This design comes from an exercise in tuning for small area and a short achievable clock period on the open sky130 flow, not from production work.
Only simulation tests tie the RTL to the original design; equivalence was not proved.
Power and IR drop assume default switching activity.

**design.v**
```verilog
module mul16_cs (
	input	[15:0]	a,
	input	[15:0]	b,
	output	[95:0]	r
);
wire one0 = b[0] ^ 1'b0;
wire two0 = (b[1] & ~b[0] & ~1'b0) | (~b[1] & b[0] & 1'b0);
wire neg0 = b[1];
wire pp0_0 = ((one0 & a[0]) | (two0 & 1'b0)) ^ neg0;
wire pp0_1 = ((one0 & a[1]) | (two0 & a[0])) ^ neg0;
wire pp0_2 = ((one0 & a[2]) | (two0 & a[1])) ^ neg0;
wire pp0_3 = ((one0 & a[3]) | (two0 & a[2])) ^ neg0;
wire pp0_4 = ((one0 & a[4]) | (two0 & a[3])) ^ neg0;
wire pp0_5 = ((one0 & a[5]) | (two0 & a[4])) ^ neg0;
wire pp0_6 = ((one0 & a[6]) | (two0 & a[5])) ^ neg0;
wire pp0_7 = ((one0 & a[7]) | (two0 & a[6])) ^ neg0;
wire pp0_8 = ((one0 & a[8]) | (two0 & a[7])) ^ neg0;
wire pp0_9 = ((one0 & a[9]) | (two0 & a[8])) ^ neg0;
wire pp0_10 = ((one0 & a[10]) | (two0 & a[9])) ^ neg0;
wire pp0_11 = ((one0 & a[11]) | (two0 & a[10])) ^ neg0;
wire pp0_12 = ((one0 & a[12]) | (two0 & a[11])) ^ neg0;
wire pp0_13 = ((one0 & a[13]) | (two0 & a[12])) ^ neg0;
wire pp0_14 = ((one0 & a[14]) | (two0 & a[13])) ^ neg0;
wire pp0_15 = ((one0 & a[15]) | (two0 & a[14])) ^ neg0;
wire pp0_16 = ((one0 & 1'b0) | (two0 & a[15])) ^ neg0;
wire one1 = b[2] ^ b[1];
wire two1 = (b[3] & ~b[2] & ~b[1]) | (~b[3] & b[2] & b[1]);
wire neg1 = b[3];
wire pp1_0 = ((one1 & a[0]) | (two1 & 1'b0)) ^ neg1;
wire pp1_1 = ((one1 & a[1]) | (two1 & a[0])) ^ neg1;
wire pp1_2 = ((one1 & a[2]) | (two1 & a[1])) ^ neg1;
wire pp1_3 = ((one1 & a[3]) | (two1 & a[2])) ^ neg1;
wire pp1_4 = ((one1 & a[4]) | (two1 & a[3])) ^ neg1;
wire pp1_5 = ((one1 & a[5]) | (two1 & a[4])) ^ neg1;
wire pp1_6 = ((one1 & a[6]) | (two1 & a[5])) ^ neg1;
wire pp1_7 = ((one1 & a[7]) | (two1 & a[6])) ^ neg1;
wire pp1_8 = ((one1 & a[8]) | (two1 & a[7])) ^ neg1;
wire pp1_9 = ((one1 & a[9]) | (two1 & a[8])) ^ neg1;
wire pp1_10 = ((one1 & a[10]) | (two1 & a[9])) ^ neg1;
wire pp1_11 = ((one1 & a[11]) | (two1 & a[10])) ^ neg1;
wire pp1_12 = ((one1 & a[12]) | (two1 & a[11])) ^ neg1;
wire pp1_13 = ((one1 & a[13]) | (two1 & a[12])) ^ neg1;
wire pp1_14 = ((one1 & a[14]) | (two1 & a[13])) ^ neg1;
wire pp1_15 = ((one1 & a[15]) | (two1 & a[14])) ^ neg1;
wire pp1_16 = ((one1 & 1'b0) | (two1 & a[15])) ^ neg1;
wire one2 = b[4] ^ b[3];
wire two2 = (b[5] & ~b[4] & ~b[3]) | (~b[5] & b[4] & b[3]);
wire neg2 = b[5];
wire pp2_0 = ((one2 & a[0]) | (two2 & 1'b0)) ^ neg2;
wire pp2_1 = ((one2 & a[1]) | (two2 & a[0])) ^ neg2;
wire pp2_2 = ((one2 & a[2]) | (two2 & a[1])) ^ neg2;
wire pp2_3 = ((one2 & a[3]) | (two2 & a[2])) ^ neg2;
wire pp2_4 = ((one2 & a[4]) | (two2 & a[3])) ^ neg2;
wire pp2_5 = ((one2 & a[5]) | (two2 & a[4])) ^ neg2;
wire pp2_6 = ((one2 & a[6]) | (two2 & a[5])) ^ neg2;
wire pp2_7 = ((one2 & a[7]) | (two2 & a[6])) ^ neg2;
wire pp2_8 = ((one2 & a[8]) | (two2 & a[7])) ^ neg2;
wire pp2_9 = ((one2 & a[9]) | (two2 & a[8])) ^ neg2;
wire pp2_10 = ((one2 & a[10]) | (two2 & a[9])) ^ neg2;
wire pp2_11 = ((one2 & a[11]) | (two2 & a[10])) ^ neg2;
wire pp2_12 = ((one2 & a[12]) | (two2 & a[11])) ^ neg2;
wire pp2_13 = ((one2 & a[13]) | (two2 & a[12])) ^ neg2;
wire pp2_14 = ((one2 & a[14]) | (two2 & a[13])) ^ neg2;
wire pp2_15 = ((one2 & a[15]) | (two2 & a[14])) ^ neg2;
wire pp2_16 = ((one2 & 1'b0) | (two2 & a[15])) ^ neg2;
wire one3 = b[6] ^ b[5];
wire two3 = (b[7] & ~b[6] & ~b[5]) | (~b[7] & b[6] & b[5]);
wire neg3 = b[7];
wire pp3_0 = ((one3 & a[0]) | (two3 & 1'b0)) ^ neg3;
wire pp3_1 = ((one3 & a[1]) | (two3 & a[0])) ^ neg3;
wire pp3_2 = ((one3 & a[2]) | (two3 & a[1])) ^ neg3;
wire pp3_3 = ((one3 & a[3]) | (two3 & a[2])) ^ neg3;
wire pp3_4 = ((one3 & a[4]) | (two3 & a[3])) ^ neg3;
wire pp3_5 = ((one3 & a[5]) | (two3 & a[4])) ^ neg3;
wire pp3_6 = ((one3 & a[6]) | (two3 & a[5])) ^ neg3;
wire pp3_7 = ((one3 & a[7]) | (two3 & a[6])) ^ neg3;
wire pp3_8 = ((one3 & a[8]) | (two3 & a[7])) ^ neg3;
wire pp3_9 = ((one3 & a[9]) | (two3 & a[8])) ^ neg3;
wire pp3_10 = ((one3 & a[10]) | (two3 & a[9])) ^ neg3;
wire pp3_11 = ((one3 & a[11]) | (two3 & a[10])) ^ neg3;
wire pp3_12 = ((one3 & a[12]) | (two3 & a[11])) ^ neg3;
wire pp3_13 = ((one3 & a[13]) | (two3 & a[12])) ^ neg3;
wire pp3_14 = ((one3 & a[14]) | (two3 & a[13])) ^ neg3;
wire pp3_15 = ((one3 & a[15]) | (two3 & a[14])) ^ neg3;
wire pp3_16 = ((one3 & 1'b0) | (two3 & a[15])) ^ neg3;
wire one4 = b[8] ^ b[7];
wire two4 = (b[9] & ~b[8] & ~b[7]) | (~b[9] & b[8] & b[7]);
wire neg4 = b[9];
wire pp4_0 = ((one4 & a[0]) | (two4 & 1'b0)) ^ neg4;
wire pp4_1 = ((one4 & a[1]) | (two4 & a[0])) ^ neg4;
wire pp4_2 = ((one4 & a[2]) | (two4 & a[1])) ^ neg4;
wire pp4_3 = ((one4 & a[3]) | (two4 & a[2])) ^ neg4;
wire pp4_4 = ((one4 & a[4]) | (two4 & a[3])) ^ neg4;
wire pp4_5 = ((one4 & a[5]) | (two4 & a[4])) ^ neg4;
wire pp4_6 = ((one4 & a[6]) | (two4 & a[5])) ^ neg4;
wire pp4_7 = ((one4 & a[7]) | (two4 & a[6])) ^ neg4;
wire pp4_8 = ((one4 & a[8]) | (two4 & a[7])) ^ neg4;
wire pp4_9 = ((one4 & a[9]) | (two4 & a[8])) ^ neg4;
wire pp4_10 = ((one4 & a[10]) | (two4 & a[9])) ^ neg4;
wire pp4_11 = ((one4 & a[11]) | (two4 & a[10])) ^ neg4;
wire pp4_12 = ((one4 & a[12]) | (two4 & a[11])) ^ neg4;
wire pp4_13 = ((one4 & a[13]) | (two4 & a[12])) ^ neg4;
wire pp4_14 = ((one4 & a[14]) | (two4 & a[13])) ^ neg4;
wire pp4_15 = ((one4 & a[15]) | (two4 & a[14])) ^ neg4;
wire pp4_16 = ((one4 & 1'b0) | (two4 & a[15])) ^ neg4;
wire one5 = b[10] ^ b[9];
wire two5 = (b[11] & ~b[10] & ~b[9]) | (~b[11] & b[10] & b[9]);
wire neg5 = b[11];
wire pp5_0 = ((one5 & a[0]) | (two5 & 1'b0)) ^ neg5;
wire pp5_1 = ((one5 & a[1]) | (two5 & a[0])) ^ neg5;
wire pp5_2 = ((one5 & a[2]) | (two5 & a[1])) ^ neg5;
wire pp5_3 = ((one5 & a[3]) | (two5 & a[2])) ^ neg5;
wire pp5_4 = ((one5 & a[4]) | (two5 & a[3])) ^ neg5;
wire pp5_5 = ((one5 & a[5]) | (two5 & a[4])) ^ neg5;
wire pp5_6 = ((one5 & a[6]) | (two5 & a[5])) ^ neg5;
wire pp5_7 = ((one5 & a[7]) | (two5 & a[6])) ^ neg5;
wire pp5_8 = ((one5 & a[8]) | (two5 & a[7])) ^ neg5;
wire pp5_9 = ((one5 & a[9]) | (two5 & a[8])) ^ neg5;
wire pp5_10 = ((one5 & a[10]) | (two5 & a[9])) ^ neg5;
wire pp5_11 = ((one5 & a[11]) | (two5 & a[10])) ^ neg5;
wire pp5_12 = ((one5 & a[12]) | (two5 & a[11])) ^ neg5;
wire pp5_13 = ((one5 & a[13]) | (two5 & a[12])) ^ neg5;
wire pp5_14 = ((one5 & a[14]) | (two5 & a[13])) ^ neg5;
wire pp5_15 = ((one5 & a[15]) | (two5 & a[14])) ^ neg5;
wire pp5_16 = ((one5 & 1'b0) | (two5 & a[15])) ^ neg5;
wire one6 = b[12] ^ b[11];
wire two6 = (b[13] & ~b[12] & ~b[11]) | (~b[13] & b[12] & b[11]);
wire neg6 = b[13];
wire pp6_0 = ((one6 & a[0]) | (two6 & 1'b0)) ^ neg6;
wire pp6_1 = ((one6 & a[1]) | (two6 & a[0])) ^ neg6;
wire pp6_2 = ((one6 & a[2]) | (two6 & a[1])) ^ neg6;
wire pp6_3 = ((one6 & a[3]) | (two6 & a[2])) ^ neg6;
wire pp6_4 = ((one6 & a[4]) | (two6 & a[3])) ^ neg6;
wire pp6_5 = ((one6 & a[5]) | (two6 & a[4])) ^ neg6;
wire pp6_6 = ((one6 & a[6]) | (two6 & a[5])) ^ neg6;
wire pp6_7 = ((one6 & a[7]) | (two6 & a[6])) ^ neg6;
wire pp6_8 = ((one6 & a[8]) | (two6 & a[7])) ^ neg6;
wire pp6_9 = ((one6 & a[9]) | (two6 & a[8])) ^ neg6;
wire pp6_10 = ((one6 & a[10]) | (two6 & a[9])) ^ neg6;
wire pp6_11 = ((one6 & a[11]) | (two6 & a[10])) ^ neg6;
wire pp6_12 = ((one6 & a[12]) | (two6 & a[11])) ^ neg6;
wire pp6_13 = ((one6 & a[13]) | (two6 & a[12])) ^ neg6;
wire pp6_14 = ((one6 & a[14]) | (two6 & a[13])) ^ neg6;
wire pp6_15 = ((one6 & a[15]) | (two6 & a[14])) ^ neg6;
wire pp6_16 = ((one6 & 1'b0) | (two6 & a[15])) ^ neg6;
wire one7 = b[14] ^ b[13];
wire two7 = (b[15] & ~b[14] & ~b[13]) | (~b[15] & b[14] & b[13]);
wire neg7 = b[15];
wire pp7_0 = ((one7 & a[0]) | (two7 & 1'b0)) ^ neg7;
wire pp7_1 = ((one7 & a[1]) | (two7 & a[0])) ^ neg7;
wire pp7_2 = ((one7 & a[2]) | (two7 & a[1])) ^ neg7;
wire pp7_3 = ((one7 & a[3]) | (two7 & a[2])) ^ neg7;
wire pp7_4 = ((one7 & a[4]) | (two7 & a[3])) ^ neg7;
wire pp7_5 = ((one7 & a[5]) | (two7 & a[4])) ^ neg7;
wire pp7_6 = ((one7 & a[6]) | (two7 & a[5])) ^ neg7;
wire pp7_7 = ((one7 & a[7]) | (two7 & a[6])) ^ neg7;
wire pp7_8 = ((one7 & a[8]) | (two7 & a[7])) ^ neg7;
wire pp7_9 = ((one7 & a[9]) | (two7 & a[8])) ^ neg7;
wire pp7_10 = ((one7 & a[10]) | (two7 & a[9])) ^ neg7;
wire pp7_11 = ((one7 & a[11]) | (two7 & a[10])) ^ neg7;
wire pp7_12 = ((one7 & a[12]) | (two7 & a[11])) ^ neg7;
wire pp7_13 = ((one7 & a[13]) | (two7 & a[12])) ^ neg7;
wire pp7_14 = ((one7 & a[14]) | (two7 & a[13])) ^ neg7;
wire pp7_15 = ((one7 & a[15]) | (two7 & a[14])) ^ neg7;
wire pp7_16 = ((one7 & 1'b0) | (two7 & a[15])) ^ neg7;
wire pp8_0 = a[0] & b[15];
wire pp8_1 = a[1] & b[15];
wire pp8_2 = a[2] & b[15];
wire pp8_3 = a[3] & b[15];
wire pp8_4 = a[4] & b[15];
wire pp8_5 = a[5] & b[15];
wire pp8_6 = a[6] & b[15];
wire pp8_7 = a[7] & b[15];
wire pp8_8 = a[8] & b[15];
wire pp8_9 = a[9] & b[15];
wire pp8_10 = a[10] & b[15];
wire pp8_11 = a[11] & b[15];
wire pp8_12 = a[12] & b[15];
wire pp8_13 = a[13] & b[15];
wire pp8_14 = a[14] & b[15];
wire pp8_15 = a[15] & b[15];
wire hs1 = neg2 ^ pp0_4;
wire hc2 = neg2 & pp0_4;
wire hs3 = pp0_5 ^ pp1_3;
wire hc4 = pp0_5 & pp1_3;
wire fs5 = neg3 ^ pp0_6 ^ pp1_4;
wire fc6 = (neg3 & pp0_6) | (pp1_4 & (neg3 ^ pp0_6));
wire hs7 = pp2_2 ^ pp3_0;
wire hc8 = pp2_2 & pp3_0;
wire fs9 = pp0_7 ^ pp1_5 ^ pp2_3;
wire fc10 = (pp0_7 & pp1_5) | (pp2_3 & (pp0_7 ^ pp1_5));
wire hs11 = pp3_1 ^ hc8;
wire hc12 = pp3_1 & hc8;
wire fs13 = neg4 ^ pp0_8 ^ pp1_6;
wire fc14 = (neg4 & pp0_8) | (pp1_6 & (neg4 ^ pp0_8));
wire fs15 = pp2_4 ^ pp3_2 ^ pp4_0;
wire fc16 = (pp2_4 & pp3_2) | (pp4_0 & (pp2_4 ^ pp3_2));
wire hs17 = fc10 ^ fs13;
wire hc18 = fc10 & fs13;
wire fs19 = pp0_9 ^ pp1_7 ^ pp2_5;
wire fc20 = (pp0_9 & pp1_7) | (pp2_5 & (pp0_9 ^ pp1_7));
wire fs21 = pp3_3 ^ pp4_1 ^ fc14;
wire fc22 = (pp3_3 & pp4_1) | (fc14 & (pp3_3 ^ pp4_1));
wire hs23 = fc16 ^ fs19;
wire hc24 = fc16 & fs19;
wire fs25 = neg5 ^ pp0_10 ^ pp1_8;
wire fc26 = (neg5 & pp0_10) | (pp1_8 & (neg5 ^ pp0_10));
wire fs27 = pp2_6 ^ pp3_4 ^ pp4_2;
wire fc28 = (pp2_6 & pp3_4) | (pp4_2 & (pp2_6 ^ pp3_4));
wire fs29 = pp5_0 ^ fc20 ^ fs25;
wire fc30 = (pp5_0 & fc20) | (fs25 & (pp5_0 ^ fc20));
wire hs31 = fs27 ^ hc24;
wire hc32 = fs27 & hc24;
wire fs33 = pp0_11 ^ pp1_9 ^ pp2_7;
wire fc34 = (pp0_11 & pp1_9) | (pp2_7 & (pp0_11 ^ pp1_9));
wire fs35 = pp3_5 ^ pp4_3 ^ pp5_1;
wire fc36 = (pp3_5 & pp4_3) | (pp5_1 & (pp3_5 ^ pp4_3));
wire fs37 = fc26 ^ fc28 ^ fs33;
wire fc38 = (fc26 & fc28) | (fs33 & (fc26 ^ fc28));
wire hs39 = fs35 ^ fc30;
wire hc40 = fs35 & fc30;
wire fs41 = neg6 ^ pp0_12 ^ pp1_10;
wire fc42 = (neg6 & pp0_12) | (pp1_10 & (neg6 ^ pp0_12));
wire fs43 = pp2_8 ^ pp3_6 ^ pp4_4;
wire fc44 = (pp2_8 & pp3_6) | (pp4_4 & (pp2_8 ^ pp3_6));
wire fs45 = pp5_2 ^ pp6_0 ^ fc34;
wire fc46 = (pp5_2 & pp6_0) | (fc34 & (pp5_2 ^ pp6_0));
wire fs47 = fc36 ^ fs41 ^ fs43;
wire fc48 = (fc36 & fs41) | (fs43 & (fc36 ^ fs41));
wire hs49 = fc38 ^ fs45;
wire hc50 = fc38 & fs45;
wire fs51 = pp0_13 ^ pp1_11 ^ pp2_9;
wire fc52 = (pp0_13 & pp1_11) | (pp2_9 & (pp0_13 ^ pp1_11));
wire fs53 = pp3_7 ^ pp4_5 ^ pp5_3;
wire fc54 = (pp3_7 & pp4_5) | (pp5_3 & (pp3_7 ^ pp4_5));
wire fs55 = pp6_1 ^ fc42 ^ fc44;
wire fc56 = (pp6_1 & fc42) | (fc44 & (pp6_1 ^ fc42));
wire fs57 = fs51 ^ fs53 ^ fc46;
wire fc58 = (fs51 & fs53) | (fc46 & (fs51 ^ fs53));
wire hs59 = fc48 ^ fs55;
wire hc60 = fc48 & fs55;
wire fs61 = neg7 ^ pp0_14 ^ pp1_12;
wire fc62 = (neg7 & pp0_14) | (pp1_12 & (neg7 ^ pp0_14));
wire fs63 = pp2_10 ^ pp3_8 ^ pp4_6;
wire fc64 = (pp2_10 & pp3_8) | (pp4_6 & (pp2_10 ^ pp3_8));
wire fs65 = pp5_4 ^ pp6_2 ^ pp7_0;
wire fc66 = (pp5_4 & pp6_2) | (pp7_0 & (pp5_4 ^ pp6_2));
wire fs67 = fc52 ^ fc54 ^ fs61;
wire fc68 = (fc52 & fc54) | (fs61 & (fc52 ^ fc54));
wire fs69 = fs63 ^ fs65 ^ fc56;
wire fc70 = (fs63 & fs65) | (fc56 & (fs63 ^ fs65));
wire hs71 = fs67 ^ hc60;
wire hc72 = fs67 & hc60;
wire fs73 = pp0_15 ^ pp1_13 ^ pp2_11;
wire fc74 = (pp0_15 & pp1_13) | (pp2_11 & (pp0_15 ^ pp1_13));
wire fs75 = pp3_9 ^ pp4_7 ^ pp5_5;
wire fc76 = (pp3_9 & pp4_7) | (pp5_5 & (pp3_9 ^ pp4_7));
wire fs77 = pp6_3 ^ pp7_1 ^ fc62;
wire fc78 = (pp6_3 & pp7_1) | (fc62 & (pp6_3 ^ pp7_1));
wire fs79 = fc64 ^ fc66 ^ fs73;
wire fc80 = (fc64 & fc66) | (fs73 & (fc64 ^ fc66));
wire fs81 = fs75 ^ fc68 ^ fs77;
wire fc82 = (fs75 & fc68) | (fs77 & (fs75 ^ fc68));
wire hs83 = fs79 ^ fc70;
wire hc84 = fs79 & fc70;
wire fs85 = pp8_0 ^ pp0_16 ^ pp1_14;
wire fc86 = (pp8_0 & pp0_16) | (pp1_14 & (pp8_0 ^ pp0_16));
wire fs87 = pp2_12 ^ pp3_10 ^ pp4_8;
wire fc88 = (pp2_12 & pp3_10) | (pp4_8 & (pp2_12 ^ pp3_10));
wire fs89 = pp5_6 ^ pp6_4 ^ pp7_2;
wire fc90 = (pp5_6 & pp6_4) | (pp7_2 & (pp5_6 ^ pp6_4));
wire fs91 = fc74 ^ fc76 ^ fs85;
wire fc92 = (fc74 & fc76) | (fs85 & (fc74 ^ fc76));
wire fs93 = fs87 ^ fs89 ^ fc78;
wire fc94 = (fs87 & fs89) | (fc78 & (fs87 ^ fs89));
wire fs95 = fc80 ^ fs91 ^ fc82;
wire fc96 = (fc80 & fs91) | (fc82 & (fc80 ^ fs91));
wire fs97 = neg0 ^ pp8_1 ^ pp1_15;
wire fc98 = (neg0 & pp8_1) | (pp1_15 & (neg0 ^ pp8_1));
wire fs99 = pp2_13 ^ pp3_11 ^ pp4_9;
wire fc100 = (pp2_13 & pp3_11) | (pp4_9 & (pp2_13 ^ pp3_11));
wire fs101 = pp5_7 ^ pp6_5 ^ pp7_3;
wire fc102 = (pp5_7 & pp6_5) | (pp7_3 & (pp5_7 ^ pp6_5));
wire fs103 = fc86 ^ fc88 ^ fc90;
wire fc104 = (fc86 & fc88) | (fc90 & (fc86 ^ fc88));
wire fs105 = fs97 ^ fs99 ^ fs101;
wire fc106 = (fs97 & fs99) | (fs101 & (fs97 ^ fs99));
wire fs107 = fc92 ^ fs103 ^ fs105;
wire fc108 = (fc92 & fs103) | (fs105 & (fc92 ^ fs103));
wire fs109 = neg0 ^ pp8_2 ^ pp1_16;
wire fc110 = (neg0 & pp8_2) | (pp1_16 & (neg0 ^ pp8_2));
wire fs111 = pp2_14 ^ pp3_12 ^ pp4_10;
wire fc112 = (pp2_14 & pp3_12) | (pp4_10 & (pp2_14 ^ pp3_12));
wire fs113 = pp5_8 ^ pp6_6 ^ pp7_4;
wire fc114 = (pp5_8 & pp6_6) | (pp7_4 & (pp5_8 ^ pp6_6));
wire fs115 = fc98 ^ fc100 ^ fc102;
wire fc116 = (fc98 & fc100) | (fc102 & (fc98 ^ fc100));
wire fs117 = fs109 ^ fs111 ^ fs113;
wire fc118 = (fs109 & fs111) | (fs113 & (fs109 ^ fs111));
wire fs119 = fc104 ^ fc106 ^ fs115;
wire fc120 = (fc104 & fc106) | (fs115 & (fc104 ^ fc106));
wire fs121 = ~neg0 ^ ~neg1 ^ pp8_3;
wire fc122 = (~neg0 & ~neg1) | (pp8_3 & (~neg0 ^ ~neg1));
wire fs123 = pp2_15 ^ pp3_13 ^ pp4_11;
wire fc124 = (pp2_15 & pp3_13) | (pp4_11 & (pp2_15 ^ pp3_13));
wire fs125 = pp5_9 ^ pp6_7 ^ pp7_5;
wire fc126 = (pp5_9 & pp6_7) | (pp7_5 & (pp5_9 ^ pp6_7));
wire fs127 = fs121 ^ fc110 ^ fc112;
wire fc128 = (fs121 & fc110) | (fc112 & (fs121 ^ fc110));
wire fs129 = fc114 ^ fs123 ^ fs125;
wire fc130 = (fc114 & fs123) | (fs125 & (fc114 ^ fs123));
wire fs131 = fc116 ^ fc118 ^ fs127;
wire fc132 = (fc116 & fc118) | (fs127 & (fc116 ^ fc118));
wire fs133 = 1'b1 ^ pp8_4 ^ fc122;
wire fc134 = (1'b1 & pp8_4) | (fc122 & (1'b1 ^ pp8_4));
wire fs135 = pp2_16 ^ pp3_14 ^ pp4_12;
wire fc136 = (pp2_16 & pp3_14) | (pp4_12 & (pp2_16 ^ pp3_14));
wire fs137 = pp5_10 ^ pp6_8 ^ pp7_6;
wire fc138 = (pp5_10 & pp6_8) | (pp7_6 & (pp5_10 ^ pp6_8));
wire fs139 = fs133 ^ fc124 ^ fc126;
wire fc140 = (fs133 & fc124) | (fc126 & (fs133 ^ fc124));
wire fs141 = fs135 ^ fs137 ^ fc128;
wire fc142 = (fs135 & fs137) | (fc128 & (fs135 ^ fs137));
wire hs143 = fc130 ^ fs139;
wire hc144 = fc130 & fs139;
wire fs145 = ~neg2 ^ pp8_5 ^ pp3_15;
wire fc146 = (~neg2 & pp8_5) | (pp3_15 & (~neg2 ^ pp8_5));
wire fs147 = pp4_13 ^ pp5_11 ^ pp6_9;
wire fc148 = (pp4_13 & pp5_11) | (pp6_9 & (pp4_13 ^ pp5_11));
wire fs149 = pp7_7 ^ fc134 ^ fc136;
wire fc150 = (pp7_7 & fc134) | (fc136 & (pp7_7 ^ fc134));
wire fs151 = fc138 ^ fs145 ^ fs147;
wire fc152 = (fc138 & fs145) | (fs147 & (fc138 ^ fs145));
wire fs153 = fc140 ^ fs149 ^ fs151;
wire fc154 = (fc140 & fs149) | (fs151 & (fc140 ^ fs149));
wire fs155 = 1'b1 ^ pp8_6 ^ pp3_16;
wire fc156 = (1'b1 & pp8_6) | (pp3_16 & (1'b1 ^ pp8_6));
wire fs157 = pp4_14 ^ pp5_12 ^ pp6_10;
wire fc158 = (pp4_14 & pp5_12) | (pp6_10 & (pp4_14 ^ pp5_12));
wire fs159 = pp7_8 ^ fc146 ^ fc148;
wire fc160 = (pp7_8 & fc146) | (fc148 & (pp7_8 ^ fc146));
wire fs161 = fs155 ^ fs157 ^ fc150;
wire fc162 = (fs155 & fs157) | (fc150 & (fs155 ^ fs157));
wire hs163 = fc152 ^ fs159;
wire hc164 = fc152 & fs159;
wire fs165 = ~neg3 ^ pp8_7 ^ pp4_15;
wire fc166 = (~neg3 & pp8_7) | (pp4_15 & (~neg3 ^ pp8_7));
wire fs167 = pp5_13 ^ pp6_11 ^ pp7_9;
wire fc168 = (pp5_13 & pp6_11) | (pp7_9 & (pp5_13 ^ pp6_11));
wire fs169 = fc156 ^ fc158 ^ fs165;
wire fc170 = (fc156 & fc158) | (fs165 & (fc156 ^ fc158));
wire fs171 = fs167 ^ fc160 ^ fs169;
wire fc172 = (fs167 & fc160) | (fs169 & (fs167 ^ fc160));
wire fs173 = 1'b1 ^ pp8_8 ^ pp4_16;
wire fc174 = (1'b1 & pp8_8) | (pp4_16 & (1'b1 ^ pp8_8));
wire fs175 = pp5_14 ^ pp6_12 ^ pp7_10;
wire fc176 = (pp5_14 & pp6_12) | (pp7_10 & (pp5_14 ^ pp6_12));
wire fs177 = fc166 ^ fc168 ^ fs173;
wire fc178 = (fc166 & fc168) | (fs173 & (fc166 ^ fc168));
wire hs179 = fs175 ^ fc170;
wire hc180 = fs175 & fc170;
wire fs181 = ~neg4 ^ pp8_9 ^ pp5_15;
wire fc182 = (~neg4 & pp8_9) | (pp5_15 & (~neg4 ^ pp8_9));
wire fs183 = pp6_13 ^ pp7_11 ^ fc174;
wire fc184 = (pp6_13 & pp7_11) | (fc174 & (pp6_13 ^ pp7_11));
wire fs185 = fc176 ^ fs181 ^ fc178;
wire fc186 = (fc176 & fs181) | (fc178 & (fc176 ^ fs181));
wire fs187 = 1'b1 ^ pp8_10 ^ pp5_16;
wire fc188 = (1'b1 & pp8_10) | (pp5_16 & (1'b1 ^ pp8_10));
wire fs189 = pp6_14 ^ pp7_12 ^ fc182;
wire fc190 = (pp6_14 & pp7_12) | (fc182 & (pp6_14 ^ pp7_12));
wire hs191 = fs187 ^ fc184;
wire hc192 = fs187 & fc184;
wire fs193 = ~neg5 ^ pp8_11 ^ pp6_15;
wire fc194 = (~neg5 & pp8_11) | (pp6_15 & (~neg5 ^ pp8_11));
wire fs195 = pp7_13 ^ fc188 ^ fs193;
wire fc196 = (pp7_13 & fc188) | (fs193 & (pp7_13 ^ fc188));
wire fs197 = 1'b1 ^ pp8_12 ^ pp6_16;
wire fc198 = (1'b1 & pp8_12) | (pp6_16 & (1'b1 ^ pp8_12));
wire hs199 = pp7_14 ^ fc194;
wire hc200 = pp7_14 & fc194;
wire fs201 = ~neg6 ^ pp8_13 ^ pp7_15;
wire fc202 = (~neg6 & pp8_13) | (pp7_15 & (~neg6 ^ pp8_13));
wire hs203 = 1'b1 ^ pp8_14;
wire hc204 = 1'b1 & pp8_14;
assign r[0] = pp0_0;
assign r[32] = neg0;
assign r[64] = 1'b0;
assign r[1] = pp0_1;
assign r[33] = 1'b0;
assign r[65] = 1'b0;
assign r[2] = pp0_2;
assign r[34] = pp1_0;
assign r[66] = neg1;
assign r[3] = pp0_3;
assign r[35] = pp1_1;
assign r[67] = 1'b0;
assign r[4] = pp1_2;
assign r[36] = pp2_0;
assign r[68] = hs1;
assign r[5] = pp2_1;
assign r[37] = hc2;
assign r[69] = hs3;
assign r[6] = hc4;
assign r[38] = fs5;
assign r[70] = hs7;
assign r[7] = fc6;
assign r[39] = fs9;
assign r[71] = hs11;
assign r[8] = fs15;
assign r[40] = hc12;
assign r[72] = hs17;
assign r[9] = hc18;
assign r[41] = fs21;
assign r[73] = hs23;
assign r[10] = fc22;
assign r[42] = fs29;
assign r[74] = hs31;
assign r[11] = fs37;
assign r[43] = hc32;
assign r[75] = hs39;
assign r[12] = fs47;
assign r[44] = hc40;
assign r[76] = hs49;
assign r[13] = hc50;
assign r[45] = fs57;
assign r[77] = hs59;
assign r[14] = fc58;
assign r[46] = fs69;
assign r[78] = hs71;
assign r[15] = fs81;
assign r[47] = hc72;
assign r[79] = hs83;
assign r[16] = fs93;
assign r[48] = hc84;
assign r[80] = fs95;
assign r[17] = fc94;
assign r[49] = fc96;
assign r[81] = fs107;
assign r[18] = fs117;
assign r[50] = fc108;
assign r[82] = fs119;
assign r[19] = fs129;
assign r[51] = fc120;
assign r[83] = fs131;
assign r[20] = fc132;
assign r[52] = fs141;
assign r[84] = hs143;
assign r[21] = hc144;
assign r[53] = fc142;
assign r[85] = fs153;
assign r[22] = fs161;
assign r[54] = fc154;
assign r[86] = hs163;
assign r[23] = hc164;
assign r[55] = fc162;
assign r[87] = fs171;
assign r[24] = fs177;
assign r[56] = fc172;
assign r[88] = hs179;
assign r[25] = fs183;
assign r[57] = hc180;
assign r[89] = fs185;
assign r[26] = fs189;
assign r[58] = fc186;
assign r[90] = hs191;
assign r[27] = fc190;
assign r[59] = hc192;
assign r[91] = fs195;
assign r[28] = fs197;
assign r[60] = fc196;
assign r[92] = hs199;
assign r[29] = fc198;
assign r[61] = hc200;
assign r[93] = fs201;
assign r[30] = pp7_16;
assign r[62] = fc202;
assign r[94] = hs203;
assign r[31] = ~neg7;
assign r[63] = pp8_15;
assign r[95] = hc204;
endmodule
module mul16_add (
	input	[95:0]	r,
	output	[31:0]	p
);
wire [31:0] x = r[31:0], y = r[63:32], z = r[95:64];
wire [31:0] s = x ^ y ^ z;
wire [31:0] c = (x & y) | (z & (x ^ y));
assign p = s + {c[30:0], 1'b0};
endmodule
`timescale 1ns/100ps
module tta16 (
	input		cpu_clk_i,
	input		cpu_rst_i,
	output	reg		wb_cyc_o,
	output	reg	[1:0]	wb_stb_o,
	output	reg		wb_we_o,
	input			wb_ack_i,
	input			wb_rty_i,
	input			wb_err_i,
	output		[2:0]	wb_cti_o,
	output		[1:0]	wb_bte_o,
	output		[22:0]	wb_adr_o,
	output		[1:0]	wb_sel_o,
	output		[15:0]	wb_dat_o,
	input		[1:0]	wb_sel_i,
	input		[15:0]	wb_dat_i,
	output			imem_en_o,
	output	reg	[9:0]	imem_adr_o,
	input		[31:0]	imem_dat_i,
	output	reg	[1:0]	imem_we_o,
	output		[9:0]	imem_wadr_o,
	output	reg	[15:0]	imem_wdat_o
);
reg		run;		 
reg	[15:0]	rf[15:0];
reg	[15:0]	t_reg0, t_reg1;
reg	[9:0]	pc_prev;
reg		t_bra;
reg	[9:0]	iadr;
reg	[6:0]	rseg, wseg;
reg	[15:0]	t_data_a, t_data_b, t_data_c, t_com;
reg		t_rad, t_wad;			 
reg		t_sub, t_bits;			 
reg	[1:0]	t_mode;				 
reg		t_reg, t_mul, t_msr;		 
reg		x_zf, x_bf;
reg	[15:0]	x_diff, x_bits, x_mem;
reg	[95:0]	x_prod;				 
reg	[22:0]	wb_adr;
reg	[15:0]	wb_dat;
wire	[31:0]	instr	= imem_dat_i;
wire	[1:0]	f_src_a	= instr[31:30];
wire	[2:0]	f_dst_a	= instr[29:27];
wire	[1:0]	f_src_b	= instr[26:25];
wire	[2:0]	f_dst_b	= instr[24:22];
wire	[1:0]	f_src_c	= instr[21:20];
wire	[1:0]	f_dst_c	= instr[19:18];
wire	[2:0]	f_com	= instr[17:15];
wire	[3:0]	f_reg1	= instr[14:11];
wire	[3:0]	f_reg0	= {instr[14], instr[10:8]};
wire	[15:0]	f_immed	= {{9{instr[7]}}, instr[6:0]};
wire	[15:0]	f_limm	= {{6{instr[10]}}, instr[9:0]};
wire	[9:0]	pc_next	= {pc_prev[8:1], pc_prev[0]^pc_prev[3], pc_prev[9]};
wire	[9:0]	pc	= imem_adr_o;	 
wire	[31:0]	prod;
mul16_add MULADD (
	.r	(x_prod),
	.p	(prod)
);
assign	wb_cti_o	= 3'b000;
assign	wb_bte_o	= 2'b00;
assign	wb_sel_o	= 2'b11;
assign	wb_adr_o	= wb_adr;
assign	wb_dat_o	= wb_dat;
assign	imem_en_o	= run;
assign	imem_wadr_o	= iadr;
wire	mem_op	= (f_dst_a == 3'd2 || f_dst_a == 3'd3);
always @(posedge cpu_clk_i)
	if (cpu_rst_i)		run	<= 1;
	else if (wb_ack_i)	run	<= 1;
	else if (mem_op)	run	<= 0;
reg	[15:0]	rd0, rd1;
integer	k;
always @(*) begin
	rd0	= 16'd0;
	rd1	= 16'd0;
	for (k = 0; k < 16; k = k + 1) begin
		rd0	= rd0 | (rf[k] & {16{f_reg0 == k}});
		rd1	= rd1 | (rf[k] & {16{f_reg1 == k}});
	end
end
reg	[15:0]	data_a, data_c, com;
always @(*) begin
	case (f_src_a)
	0:	data_a	= t_com;
	1:	data_a	= f_limm;
	2:	data_a	= t_reg0;
	3:	data_a	= x_mem;
	endcase
	case (f_src_c)
	0:	data_c	= t_com;
	1:	data_c	= x_diff;
	2:	data_c	= t_reg1;
	3:	data_c	= {6'd0, pc_next};
	endcase
	case (f_com)
	0:	com	= t_com;
	1:	com	= f_immed;
	2:	com	= t_reg1;
	3:	com	= x_mem;
	4:	com	= x_diff;
	5:	com	= x_bits;
	6:	com	= prod[15:0];
	7:	com	= prod[31:16];
	endcase
end
always @(posedge cpu_clk_i)
	if (run) begin
		t_data_a	<= data_a;
		t_data_c	<= data_c;
		t_com		<= com;
		case (f_src_b)
		0:	t_data_b	<= t_com;
		1:	t_data_b	<= f_immed;
		2:	t_data_b	<= t_reg0;
		3:	t_data_b	<= x_mem;
		endcase
		t_sub	<= (f_dst_b == 3'd1 || f_dst_b == 3'd2);
		t_bits	<= (f_dst_b == 3'd3 || f_dst_b[2]);
		t_mode	<= f_dst_b[1:0];
		t_reg	<= (f_dst_c == 2'd1);
		t_mul	<= (f_dst_c == 2'd2);
		t_msr	<= (f_dst_c == 2'd3);
		t_reg0	<= rd0;
		t_reg1	<= rd1;
	end
always @(posedge cpu_clk_i) begin
	t_rad	<= run & (f_dst_a == 3'd2);
	t_wad	<= run & (f_dst_a == 3'd3);
end
wire	jmp	= (f_dst_a == 3'd1) ||
		  (f_dst_a == 3'd5 && !x_bf) ||
		  (f_dst_a == 3'd4 && x_bf) ||
		  (f_dst_a == 3'd7 && !x_zf) ||
		  (f_dst_a == 3'd6 && x_zf);
wire	bra	= !t_bra && jmp;
always @(posedge cpu_clk_i)
	if (cpu_rst_i)		t_bra	<= 0;
	else if (run)		t_bra	<= bra;
always @(posedge cpu_clk_i)
	if (cpu_rst_i)		pc_prev	<= 10'd1;
	else if (run)		pc_prev	<= pc;
always @(posedge cpu_clk_i)
	if (cpu_rst_i)		imem_adr_o	<= 10'd2;
	else if (run)		imem_adr_o	<= bra ? data_a[9:0] : {pc[8:1], pc[0]^pc[3], pc[9]};
wire	run_n	= cpu_rst_i || wb_ack_i || (run && !mem_op);
wire	msr_n	= run ? (f_dst_c == 2'd3) : t_msr;
wire	[2:0]	dc_n	= run ? data_c[2:0] : t_data_c[2:0];
always @(posedge cpu_clk_i)
	imem_we_o	<= {run_n && msr_n && dc_n == 3'd5,
			    run_n && msr_n && dc_n == 3'd4};
always @(posedge cpu_clk_i)
	if (run && f_dst_c == 2'd3)	imem_wdat_o	<= com;
always @(posedge cpu_clk_i)
	if (run && t_reg)	rf[f_reg1]	<= t_data_c;
always @(posedge cpu_clk_i)
	if (cpu_rst_i)		x_bf	<= 0;
	else if (run && t_sub)	{x_bf, x_diff}	<= {1'b0, t_com} - {1'b0, t_data_b};
wire	[95:0]	mul_r;
mul16_cs MUL (
	.a	(t_data_c),
	.b	(t_com),
	.r	(mul_r)
);
always @(posedge cpu_clk_i)
	if (run && t_mul)	x_prod	<= mul_r;
reg	[15:0]	bits_n;
always @(*)
	case (t_mode)
	0:	bits_n	= ~(t_data_b & t_com);
	1:	bits_n	= t_data_b & t_com;
	2:	bits_n	= ~(t_data_b | t_com);
	3:	bits_n	= ~(t_data_b ^ t_com);
	endcase
always @(posedge cpu_clk_i)
	if (cpu_rst_i)
		x_zf	<= 1;
	else if (run && t_bits) begin
		x_bits	<= ~bits_n;
		x_zf	<= &bits_n;
	end
always @(posedge cpu_clk_i)
	if (cpu_rst_i)	{rseg, wseg, iadr}	<= 0;
	else if (t_msr) case (t_data_c[2:0])
		0:	rseg	<= t_com[6:0];
		1:	wseg	<= t_com[6:0];
		2:	iadr	<= t_com[9:0];
	endcase
always @(posedge cpu_clk_i)
	if (cpu_rst_i)
		{wb_we_o, wb_cyc_o, wb_stb_o}	<= 0;
	else if (t_wad) begin
		wb_cyc_o	<= 1;
		wb_we_o		<= 1;
		wb_adr		<= {wseg, t_data_a};
		wb_dat		<= t_data_c;
		wb_stb_o	<= wseg[6] ? 2'b10 : 2'b01;
	end else if (t_rad) begin
		wb_cyc_o	<= 1;
		wb_we_o		<= 0;
		wb_adr		<= {rseg, t_data_a};
		wb_stb_o	<= rseg[6] ? 2'b10 : 2'b01;
	end else if (wb_ack_i || wb_rty_i)
		{wb_we_o, wb_cyc_o, wb_stb_o}	<= 0;
always @(posedge cpu_clk_i)
	if (wb_ack_i)	x_mem	<= wb_dat_i;
endmodule	 
```
**flow/run.sh**
```bash
#!/bin/bash
# The standard layout, with faster port buffers (buf_4 in place of the
# delay-buffer cell buffer_ports picks by default), which the resizer may
# then size as usual.
set -euo pipefail
export BUFFER_PORTS_ARGS="-buffer_cell sky130_fd_sc_hd__buf_4"
bash standard.sh > standard.log 2>&1
```
**standard.sh**
```bash
#!/bin/bash
# synth_recipe.tcl (not shown) runs the flow's synth.tcl, then flattens the netlist and writes it again
# the make line also repeats each setting of config.mk as NAME=value (left out here)
make -C /OpenROAD-flow-scripts/flow DESIGN_CONFIG=/design/flow/config.mk WORK_HOME=/design/flow/orfs CLKGATE_MAP_FILE= SYNTH_SCRIPT=/design/flow/synth_recipe.tcl "${@:-finish}"
```
**config.mk**
```make
export PLATFORM = sky130hd
export DESIGN_NAME = tta16
export DESIGN_NICKNAME = tta16
export VERILOG_FILES = /design/flow/design.v
export SDC_FILE = /design/flow/constraint.sdc
export NUM_CORES = 4
export LEC_CHECK = 0
export ABC_CLOCK_PERIOD_IN_PS = 2000
export CAP_MARGIN = 20
export CORE_MARGIN = 2
export CORE_UTILIZATION = 40
export PLACE_DENSITY = 0.6
export SETUP_SLACK_MARGIN = 4.5
export SLEW_MARGIN = 20
```
**constraint.sdc**
```tcl
create_clock -name core_clock -period 8.0 [get_ports {cpu_clk_i}]
set_input_delay 1.6000 -clock core_clock [delete_from_list [all_inputs] [get_ports {cpu_clk_i}]]
set_output_delay 1.6000 -clock core_clock [all_outputs]
set_load 0.01 [all_outputs]
```
==> run notes, run 1 <==
* Clock network power share at between 15 and 20%
* PwrDens at 479 nW/µm²
* Die Area at 90800 µm²
* Post-synth top cells: edfxtp_1, a21oi_1, clkbuf_1, nor2_1, nand2_1
* Worst Hold Slack at 0.409 ns
* Clock latency (worst-skew pair) at between 0.6 and 0.7 ns
* DRC Markers at 0
* Final nets at approximately 3500
* Buffers & Inverters on Critical Path at 1
* Starting Density at 40.2%
* Share of the synthesized netlist area taken by xor and xnor gates at 1.66%
* Final setup TNS at 0 ns
* Peak VDD IR at roughly 0.00035 V
* Critical path launch point: imem_dat_i[12]
* Drt pass-1 iters at 8
* RSZ-0062 raised after global routing: yes
* Post-Synth Simple-Gate Area at between 8 and 9%
* Sw Pwr at 8700 µW
* Mapped Cells at 3175
* Least-Margin Pin Slew at around 1.3 ns
* Fin. Hold Viols at 0
* Skew final at 0.0414 ns
* Most frequent cell after synthesis: edfxtp_1
* CP delay by family, top: simple AND/OR/NAND/NOR gates
* Cell taking the most area after synthesis: edfxtp_1
* Maximum number of pins on one net before global-route repair at 77
* Setup violations, final at 0
* Crit share post-route at 42.9%
* Worst R2R Start: x_prod[4]$_DFFE_PP_
* FILL cells at roughly 7900
* IO Port Bufs at 133
* Synth Area in Compound Gates at 19.7%
* Int Power at 10900 µW
* Ys Warns at 1
* Biggest register: rf
* Share of layout cells above drive strength 1 at 16.3%
* Final std cells w/o fill at 4457
* Vias in the first global route at 26100
* FF+latch area at between 15000 and 20000 µm²
* Slew Limit Fails at 0
* Placed Area at 37600 µm²
* Syn Area/Cell at 11.1 µm²
* Peak Freq at 291 MHz
* Synth Register Bits at 610
* Leading register cell type out of synthesis: edfxtp_1
* Hold Crit Class: reg -> reg
* Utilization after layout at about 46%
* Startpoint Class: input port
* CTS Buffer Depth at 3
* Max incr delay on CP at 0.95 ns
* Sequential-to-total area share from yosys stat at 50.2%
* Root buffer cell: clkbuf_16
* Post-synth EDFFs at 553
* Largest regs: rf (256), x_prod (92), wb_adr (23)
* Slew margin rel. at 14.1%
* Grt total ovfl at 0
* Main combinational cell family by area after synthesis: compound AO/OA/AOI/OAI gates
* Area growth syn-to-layout at 15.6%
* Synth unique cells at 70
* Total routed wirelength at roughly 130 mm
* Max Cap Violations at 0
* Critical path peak fanout at 17
* Placement Rows at 109
* Routed Antenna Nets at 0
* WL per Instance at between 20 and 30 µm
* Avg Vias per Cell at 6.36
* Clock tree from TritonCTS: yes
* CTS H-Tree Depth at 3
* Worst path cell trace: buf_4 -> nand2b_1 -> nor3_4 -> and3_2
* Arrival time at the worst endpoint at approximately 3.7 ns
* Max FFs per register at 256
* Worst-path clk slew at 0.06 ns
* Total GRT Usage at 27.3%
* Crit. End Element: flip-flop
* Critical Path Slowest Stage Cell: nor3_4
* Switching Fraction at 44.4%
* Mux contribution to synthesized area at 4.70%
* # hold bufs at CTS at 0
* Mapped Area at 35400 µm²
* Core area at 88000 µm²
* I/O Pins at 144
* Fin area at 40900 µm²
* Part of the power in combinational logic at approximately three fifths
* Die height at 301 µm
* Adder-Cell Fraction of Synth Area at about a tenth
* CTS buffer count at 69
* Clk sinks at just over 600
* Fin crit period at 3.43 ns
* DRT iter0 DRCs at 4210
* Hold wc startpoint: t_data_a[0]$_DFFE_PP_
* Top cells by area, synth: edfxtp_1, fa_1, a21oi_1
* Vias post-DR at between 20000 and 30000
* Global-route wire length before repair at 180 mm
* Overall die width at approximately 300 µm
* Top cell type's share of synthesized area at between 40% and 50%
* Static Leak at 0.0149 µW
* Area of the multi-input gates at roughly 16000 µm²
* Placed cells at 4280
* HPWL Detailed at 80.8 mm
* Status: complete, no violations
* Crit Path Class: in -> reg
* GPL Wtd Cong at a little over 0.9
* Req. time, crit path at 8.26 ns
* Antenna violations before repair at 6
* Ys async rst share at 0%
* Share of power burned in registers at 25.3%
-- logic make-up after synthesis --
logic type,Yosys count
compound gates,1044
simple gates,662
flops,610
buf+inv,441
fa+ha+maj,237
mux,112
xor+xnor,67
other cells,2
-- cell type report --
class                           count  share of cell area (%)
Antenna cell                        1                 0.00612
Tap cell                         1165                    3.56
Multi-Input combinational cell   2129                    39.9
Inverter                          156                    1.54
Clock inverter                     42                    1.22
Clock buffer                       84                    4.46
Timing Repair Buffer              270                    5.93
Sequential cell                   610                    43.4
-- timing repair --
action                                 4_1_cts  5_1_grt
setup endpoints to repair                   82       94
pin swaps                                    1       15
endpoints found under the hold margin        0        0
gates cloned                                 2        3
gates resized for setup                     68       77
buffers inserted                            32       11
-- stage by stage --
stage	power, µW	setup WS (ns)
2_1_floorplan	12100	4.29
3_3_place_gp	15300	3.48
3_5_place_dp	15500	3.52
4_1_cts	19100	4.48
5_1_grt	20900	4.39
6_report	19600	4.57
-- per-layer routing --
metal | global-route usage (%) | share of wire, %
met4 | 11.5 | 4.5
met5 | 0 | 0.021
met1 | 37.6 | 39
met2 | 41.7 | 44
met3 | 6.02 | 12
-- cell usage in the layout (no fill, tap or decap), types with 72 or more instances in the layout --
master | synthesis | routed
a21oi_1 | 323 | 322
a221oi_1 | 151 | 147
a22o_1 | 131 | 131
buf_4 | 7 | 227
clkbuf_16 | 0 | 72
edfxtp_1 | 553 | 553
fa_1 | 108 | 102
ha_1 | 102 | 96
inv_1 | 152 | 142
nand2_1 | 206 | 203
nor2_1 | 224 | 212
o21ai_0 | 167 | 156
o22ai_1 | 80 | 80
-- power groups by stage --
stage          logic, µW  registers (µW)  clock network [µW]
2_1_floorplan       7120            5010                   0
3_3_place_gp       10200            5070                   0
6_report           11400            4960                3210
3_5_place_dp       10400            5080                   0
5_1_grt            12500            5010                3370
4_1_cts            10900            4960                3250
-- worst reg2reg max path: cells and delay by family (launching register included) --
kind,cells,cell delay (ns)
AOI/OAI and AO/OA,6,1.38
adders and majority gates,2,0.87
buffers and inverters,1,0.16
DFF,1,0.44
and+or+nand+nor,2,0.34
-- final timing paths --
| path | endpoint | slack [ns] | cells after the start |
|---|---|---|---|
| hold / removal | wb_adr[0]$_DFFE_PP_ | 0.41 | 0 |
| hold reg to reg | wb_adr[0]$_DFFE_PP_ | 0.41 | 0 |
| setup reg to reg | imem_wdat_o[15]$_DFFE_PP_ | 4.57 | 11 |
| setup / recovery | rf[1][10]$_DFFE_PP_ | 4.57 | 4 |
==> run 2: changes to the inputs <==
--- a/config.mk
+++ b/config.mk
@@ -6,5 +6,5 @@
 export NUM_CORES = 4
 export LEC_CHECK = 0
-export ABC_CLOCK_PERIOD_IN_PS = 2000
+export ABC_AREA = 1
 export CAP_MARGIN = 20
 export CORE_MARGIN = 2
==> run notes, run 2 <==
* Commonest non-fill, non-tap cells in the layout: nand2_1, edfxtp_1, inv_1, buf_4, o22ai_1
* Critical path launch point: t_com[7]$_DFFE_PP_
* Vias post-DR at 27300 (-3.8%)
* Slew margin rel. at 29.8% (+16 points)
* Global-route wire length before repair at 174 mm (-3.6%)
* Overall die width at 295 µm (-2.1%)
* Final setup margin at 4.58 ns (+0.00973 ns)
* Sequential-to-total area share from yosys stat at 52.4% (+2.2 points)
* Routed Antenna Nets at 0 (unchanged)
* Startpoint Class: flip-flop
* DRC Markers at 0 (unchanged)
* Largest regs: rf (256), x_prod (92), wb_adr (23)
* Total routed wirelength at 122 mm (-4.4%)
* Antenna violations before repair at 6 (unchanged)
* Ys async rst share at 0% (unchanged)
* CTS Buffer Depth at 3 (unchanged)
* Avg Vias per Cell at 5.68 (-11%)
* Placed cells at 4606 (+7.6%)
* CTS H-Tree Depth at 3 (unchanged)
* Worst R2R Start: t_com[7]$_DFFE_PP_
* N_diodes at 0 (-1)
* Clk sinks at 610 (unchanged)
* Status: complete, no violations
* Skew final at 0.0246 ns (-0.0168 ns)
* Die Area at 87100 µm² (-4.1%)
* Biggest register: rf
* Most frequent cell after synthesis: nand2_1
* Buffers & Inverters on Critical Path at 5 (+4)
* Critical Path Slowest Stage Cell: fa_1
* Static Leak at 0.0164 µW (+10%)
* FILL cells at 7916 (-0.37%)
* Req. time, crit path at 8.37 ns (+0.11 ns)
* Peak VDD IR at 0.000300 V (-15%)
* WL per Instance at 25.4 µm (-11%)
* Crit Path Class: reg -> reg
* Placement Rows at 106 (-2.8%)
* Post-synth top cells: nand2_1, edfxtp_1, inv_1, o22ai_1, nor2_1
* CTS buffer count at 71 (+2.9%)
* Leading register cell type out of synthesis: edfxtp_1
* Maximum number of pins on one net before global-route repair at 66 (-14%)
* Drt pass-1 iters at 6 (-2)
* Setup crit end: x_prod[81]$_DFFE_PP_
* Reg2reg path depth at 12 (+1)
* Core area at 83800 µm² (-4.7%)
* Crit share post-route at 42.8% (-0.12 points)
* GPL Wtd Cong at 0.981 (+8.2%)
* Die height at 295 µm (-2.1%)
* Total GRT Usage at 27.6% (+0.29 points)
* CP delay by family, top: adder cells
* Final nets at 3885 (+11%)
* Root buffer cell: clkbuf_16
* I/O Pins at 144 (unchanged)
* Setup violations, final at 0 (unchanged)
* Arrival time at the worst endpoint at 3.79 ns (+0.10 ns)
* Syn Area/Cell at 9.97 µm² (-10%)
* Vias in the first global route at 25900 (-0.73%)
* DRT iter0 DRCs at 3521 (-16%)
* Final setup TNS at 0 ns (unchanged)
* Top cells by area, synth: edfxtp_1, nand2_1, fa_1
* Critical path peak fanout at 11 (-6)
* Fin crit period at 3.42 ns (-0.00973 ns)
* Grt total ovfl at 0 (unchanged)
* R2R Path End: x_prod[81]$_DFFE_PP_
* Starting Density at 40.4% (+0.23 points)
* Worst path cell trace: buf_12 -> nand2_1 -> inv_1 -> nor2_4 -> clkinvlp_4 -> buf_4 -> o22ai_2 -> xor2_1 -> fa_2 -> fa_1 -> inv_1 -> fa_1
* PwrDens at 485 nW/µm² (+1.3%)
* Crit. End Element: flip-flop
* Share of layout cells above drive strength 1 at 13.4% (-2.9 points)
* Synth unique cells at 53 (-24%)
* RSZ-0062 raised after global routing: yes
* IO Port Bufs at 133 (unchanged)
* Final std cells w/o fill at 4808 (+7.9%)
* Mapped Area at 33900 µm² (-4.2%)
* Clock tree from TritonCTS: yes
* Post-Place Worst Slack at 3.84 ns (+0.320 ns)
* Max incr delay on CP at 0.51 ns (-0.44 ns)
* Cell taking the most area after synthesis: edfxtp_1
* Worst-path clk slew at 0.06 ns (about the same)
* Hold Crit Class: reg -> reg
* Clock latency (worst-skew pair) at 0.64 ns (about the same)
* Ys Warns at 1 (unchanged)
* Post-synth EDFFs at 553 (unchanged)
* Synth Register Bits at 610 (unchanged)
* Least-Margin Pin Slew at 1.05 ns (-0.234 ns)
* HPWL Detailed at 86.0 mm (+6.4%)
* Commonest non-fill, non-tap cell in the layout: nand2_1
* Top cell type's share of synthesized area at 49.0% (+2.0 points)
* Mapped Cells at 3398 (+7.0%)
* Max FFs per register at 256 (unchanged)
* Peak Freq at 292 MHz (+0.28%)
* Area growth syn-to-layout at 16.3%
* FF-to-FF setup slack at 4.58 ns (about the same)
* Levels on crit path at 12 (+8)
* Slew Limit Fails at 0 (unchanged)
* Max Cap Violations at 0 (unchanged)
* Fin. Hold Viols at 0 (unchanged)
-- run 2: report_power, final --
part / leakage, µW / internal, µW / switching [µW]
logic: 0.00959 / 3960 / 6920
clock network: 0.00111 / 1850 / 1370
registers: 0.00573 / 4730 / 294
total: 0.0164 / 10500 / 8580
-- run 2: worst min path at each step --
stage	cells after the start	start	slack (ns)	end
finish	0	t_data_a[2]$_DFFE_PP_	0.42	wb_adr[2]$_DFFE_PP_
detailed placement	0	t_data_a[13]$_DFFE_PP_	0.40	wb_adr[13]$_DFFE_PP_
floorplan	0	t_data_a[0]$_DFFE_PP_	0.40	wb_adr[0]$_DFFE_PP_
global route	0	t_data_a[2]$_DFFE_PP_	0.42	wb_adr[2]$_DFFE_PP_
global placement	0	t_data_a[13]$_DFFE_PP_	0.40	wb_adr[13]$_DFFE_PP_
CTS	0	t_data_a[15]$_DFFE_PP_	0.42	wb_adr[15]$_DFFE_PP_
-- run 2: metal layers --
metal / track usage (%) / share of wire (%)
met3: 5.83 / 11
met2: 44.0 / 46
met4: 10.1 / 3.8
met5: 0 / 0.023
met1: 37.2 / 40
-- run 2: per-stage QoR --
step                hold WS (ns)  util [%]  instance area [µm²]  power, µW
global route               0.420      47.0                39400      20700
finish                     0.417      47.0                39400      19100
floorplan                  0.400         -                33900      11900
detailed placement         0.405      43.2                36200      15200
CTS                        0.417      46.5                39000      18800
global placement           0.402      43.2                36200      15100
-- run 2: cell families after synthesis --
logic type | share of synthesized area, %
xor gates and xnor gates | 4.01
DFF | 52.4
AOI/OAI and AO/OA | 12.0
and+or+nand+nor | 13.7
adders and majority gates | 10.1
other | 0.0222
buffers and inverters | 7.80
-- run 2: layout make-up --
class	instances	area (µm²)	share of cell area, %
Clock inverter	45	448	1.14
Sequential cell	610	17800	45.0
Multi-Input combinational cell	2125	13700	34.7
Inverter	543	2100	5.34
Tap cell	1134	1420	3.60
Clock buffer	82	1830	4.64
Timing Repair Buffer	269	2200	5.57
-- run 2: what timing repair did --
action / CTS / global route
hold buffers: 0 / 0
cloned: 1 / 1
endpoints found under the setup margin: 35 / 18
pin swaps: 0 / 6
setup buffers: 46 / 27
gates resized for setup: 27 / 40
==> run 3: changes to the inputs <==
--- a/config.mk
+++ b/config.mk
@@ -11,4 +11,4 @@
 export CORE_UTILIZATION = 40
 export PLACE_DENSITY = 0.6
-export SETUP_SLACK_MARGIN = 4.5
+export SETUP_SLACK_MARGIN = 4.8
 export SLEW_MARGIN = 20
==> run notes, run 3 <==
* Status: complete, no violations
* Top cells by area, synth: edfxtp_1, nand2_1, fa_1
* Share of layout cells above drive strength 1 at 17.4% (+3.9 points)
* CP delay by family, top: adder cells
* Sequential-to-total area share from yosys stat at 52.4% (unchanged)
* Total GRT Usage at 28.3% (+0.68 points)
* Most used cell, CP: fa_2
* Die height at 295 µm (unchanged)
* Adder-Cell Fraction of Synth Area at 10.1% (unchanged)
* WL per Instance at 25.7 µm (+1.4%)
* Worst-path clk slew at 0.06 ns (about the same)
* Area growth syn-to-layout at 19.1%
* Avg Vias per Cell at 5.67 (about the same)
* Clock latency (worst-skew pair) at 0.64 ns (about the same)
* Synth unique cells at 53 (unchanged)
* Routed Antenna Nets at 0 (unchanged)
* Final std cells w/o fill at 4855 (+0.98%)
* Int Power at 10900 µW (+2.9%)
* Ys Warns at 1 (unchanged)
* I/O Pins at 144 (unchanged)
* Main combinational cell family by area after synthesis: simple AND/OR/NAND/NOR gates
* FILL cells at 7759 (-2.0%)
* # hold bufs at CTS at 0 (unchanged)
* Max incr delay on CP at 0.54 ns (+0.03 ns)
* Power Total at 19700 µW (+3.1%)
* PwrDens at 488 nW/µm² (+0.65%)
* Peak VDD IR at 0.000309 V (+3.1%)
* Setup violations, final at 0 (unchanged)
* FF+latch area at 17800 µm² (unchanged)
* Slew Limit Fails at 0 (unchanged)
* Arrival time at the worst endpoint at 3.76 ns (-0.03 ns)
* Area of the multi-input gates at 14200 µm² (+3.8%)
* Switching Fraction at 45.0% (+0.10 points)
* Clock network power share at 15.7% (-1.1 points)
* Post-synth EDFFs at 553 (unchanged)
* Top cell type's share of synthesized area at 49.0% (unchanged)
* DRC Markers at 0 (unchanged)
* Syn Area/Cell at 9.97 µm² (unchanged)
* RSZ-0062 raised after global routing: yes
* Sw Pwr at 8870 µW (+3.3%)
* Biggest register: rf
* Crit share post-route at 42.2% (-0.62 points)
* CTS Buffer Depth at 3 (unchanged)
* Req. time, crit path at 8.38 ns (about the same)
* Cell taking the most area after synthesis: edfxtp_1
* Grt total ovfl at 0 (unchanged)
* Mapped Area at 33900 µm² (unchanged)
* Root buffer cell: clkbuf_16
* Global-route wire length before repair at 177 mm (+2.2%)
* Overall die width at 295 µm (unchanged)
* Static Leak at 0.0167 µW (+1.7%)
* Hold Crit Class: reg -> reg
* Mux contribution to synthesized area at 0% (unchanged)
* HPWL Detailed at 84.8 mm (-1.4%)
* Post-Synth Simple-Gate Area at 13.7% (unchanged)
* Least-Margin Pin Slew at 1.06 ns (+0.0108 ns)
* Most frequent cell after synthesis: nand2_1
* Post-synth top cells: nand2_1, edfxtp_1, inv_1, o22ai_1, nor2_1
* Synth Area in Compound Gates at 12.0% (unchanged)
* Max Cap Violations at 0 (unchanged)
* Leading register cell type out of synthesis: edfxtp_1
* Critical Path Slowest Stage Cell: edfxtp_1
* Total routed wirelength at 125 mm (+2.4%)
* Part of the power in combinational logic at 58.8% (+1.9 points)
* Vias in the first global route at 26400 (+2.2%)
* Vias post-DR at 27500 (+0.91%)
* Placed cells at 4596 (-0.22%)
* Slew margin rel. at 29.2% (-0.54 points)
* Largest regs: rf (256), x_prod (92), wb_adr (23)
* Core area at 83800 µm² (unchanged)
* Max FFs per register at 256 (unchanged)
* Skew final at 0.0327 ns (+0.00807 ns)
* Share of power burned in registers at 25.5% (-0.8 points)
* Commonest non-fill, non-tap cell in the layout: nand2_1
* Synth Register Bits at 610 (unchanged)
* CTS buffer count at 69 (-2.8%)
* Placement Rows at 106 (unchanged)
* Die Area at 87100 µm² (unchanged)
* Final nets at 3932 (+1.2%)
* IO Port Bufs at 133 (unchanged)
* Peak Freq at 296 MHz (+1.5%)
* Maximum number of pins on one net before global-route repair at 71 (+7.6%)
* Final setup TNS at 0 ns (unchanged)
* Fin area at 40400 µm² (+2.4%)
* Fin crit period at 3.37 ns (-0.0496 ns)
* Buffers & Inverters on Critical Path at 2 (-3)
* DRT iter0 DRCs at 3715 (+5.5%)
* Worst path cell trace: clkinvlp_4 -> o22ai_2 -> xor2_1 -> fa_2 -> inv_1 -> fa_2 -> fa_2 -> fa_2
* Fin. Hold Viols at 0 (unchanged)
* Clk sinks at 610 (unchanged)
* Commonest non-fill, non-tap cells in the layout: nand2_1, edfxtp_1, inv_1, buf_4, o22ai_1
* Ys async rst share at 0% (unchanged)
* Clock tree from TritonCTS: yes
* GPL Wtd Cong at 0.985 (+0.37%)
* Crit. End Element: flip-flop
* Starting Density at 40.4% (unchanged)
* Drt pass-1 iters at 6 (unchanged)
* Startpoint Class: flip-flop
* CTS H-Tree Depth at 3 (unchanged)
* Crit Path Class: reg -> reg
* Critical path peak fanout at 16 (+5)
* Mapped Cells at 3398 (unchanged)
* Share of the synthesized netlist area taken by xor and xnor gates at 4.01% (unchanged)
* Antenna violations before repair at 6 (unchanged)
* Placed Area at 36200 µm² (about the same)
==> run 3: changes by cell type in the layout (fill, tap and decap cells not counted), sizes merged <==
cell | before | now
clkinvlp | 19 | 26
buf | 267 | 315
bufinv | 6 | 3
clkinv | 36 | 30
inv | 527 | 523
clkbuf | 83 | 85
diode | 0 | 3
==> run 3: timing repair <==
| action | in CTS | in global routing |
|---|---|---|
| setup endpoints to repair | 203 | 129 |
| cloned | 2 | 1 |
| resized for setup | 126 | 64 |
| hold endpoints to repair | 0 | 0 |
| setup buffers | 107 | 24 |
| pin swaps | 27 | 30 |
==> run 3: area by class of cell <==
class | count | share of cell area (%)
antenna | 3 | 0.0186
sequential | 610 | 44.0
clock buffer | 84 | 4.57
timing repair buffer | 317 | 6.74
tap | 1134 | 3.51
timing repair inverter | 1 | 0.0186
inverter | 543 | 5.25
multi-input combinational | 2125 | 35.1
clock inverter | 38 | 0.762
==> run 3: path summary, 6_finish.rpt <==
| check | start | endpoint | slack (ns) | depth (start not counted) |
|---|---|---|---|---|
| max | t_data_c[11]$_DFFE_PP_ | x_prod[80]$_DFFE_PP_ | 4.63 | 8 |
| min | t_data_a[0]$_DFFE_PP_ | wb_adr[0]$_DFFE_PP_ | 0.42 | 0 |
| max reg2reg | t_data_c[11]$_DFFE_PP_ | x_prod[80]$_DFFE_PP_ | 4.63 | 8 |
| min reg2reg | t_data_a[0]$_DFFE_PP_ | wb_adr[0]$_DFFE_PP_ | 0.42 | 0 |
==> run 3: power groups by stage <==
stage | sequential [µW] | clock [µW] | combinational [µW]
2_1_floorplan | 5070 | 0 | 6870
3_3_place_gp | 5160 | 0 | 9920
3_5_place_dp | 5170 | 0 | 10000
4_1_cts | 5040 | 3130 | 11000
5_1_grt | 5080 | 3240 | 12900
6_report | 5030 | 3090 | 11600
==> run 3: kinds of logic (layout without fill, tap and decap cells) <==
group | Yosys count | after routing
buffers and inverters | 668 | 983
DFF | 610 | 610
and+or+nand+nor | 1117 | 1117
other | 2 | 10
adders and majority gates | 210 | 210
xor gates and xnor gates | 155 | 155
AOI/OAI and AO/OA | 636 | 636
==> run 3: per-stage QoR <==
stage / hold WS, ns / util, % / setup slack (ns)
floorplan: 0.400 / - / 4.80
global placement: 0.403 / 43.2 / 3.74
detailed placement: 0.406 / 43.2 / 3.71
CTS: 0.418 / 47.5 / 4.57
global route: 0.422 / 48.2 / 4.60
finish: 0.420 / 48.2 / 4.63
==> run 3: layer usage <==
layer | global-route usage (%) | wire, µm
met1 | 37.8 | 49700
met2 | 43.9 | 55600
met3 | 7.50 | 14200
met4 | 11.3 | 5360
met5 | 0 | 27

re-timing with driven ports:
The flow's constraints put no driver on any port. The routed layouts listed below were extracted and timed again, unchanged, in two steps.
Step 1: set_driving_cell puts a clkbuf_16 on cpu_clk_i and a buf_2 on each other input, an assumption about the parent block.
Step 2 also shifts input and output timing later by t, the mid clock arrival at the registers, as if the neighbouring blocks saw the same clock.
Three values: ideal ports, drivers, drivers and shift; two values: the first two.
| run | t (ns) | slack for setup (ns) | worst setup path at the end |
|---|---|---|---|
| run 1 | 0.701 | 4.566 / 4.570 / 3.907 | input to register |
| run 2 | 0.688 | 4.576 / 4.576 / 3.928 | input to register |
| run 3 | 0.689 | 4.626 / 4.626 / 3.962 | input to register |
After both steps every run listed still meets setup and hold. For run 3, which loses most, drivers alone change the setup slack by 0.000 ns; drivers and shift together by -0.664 ns.
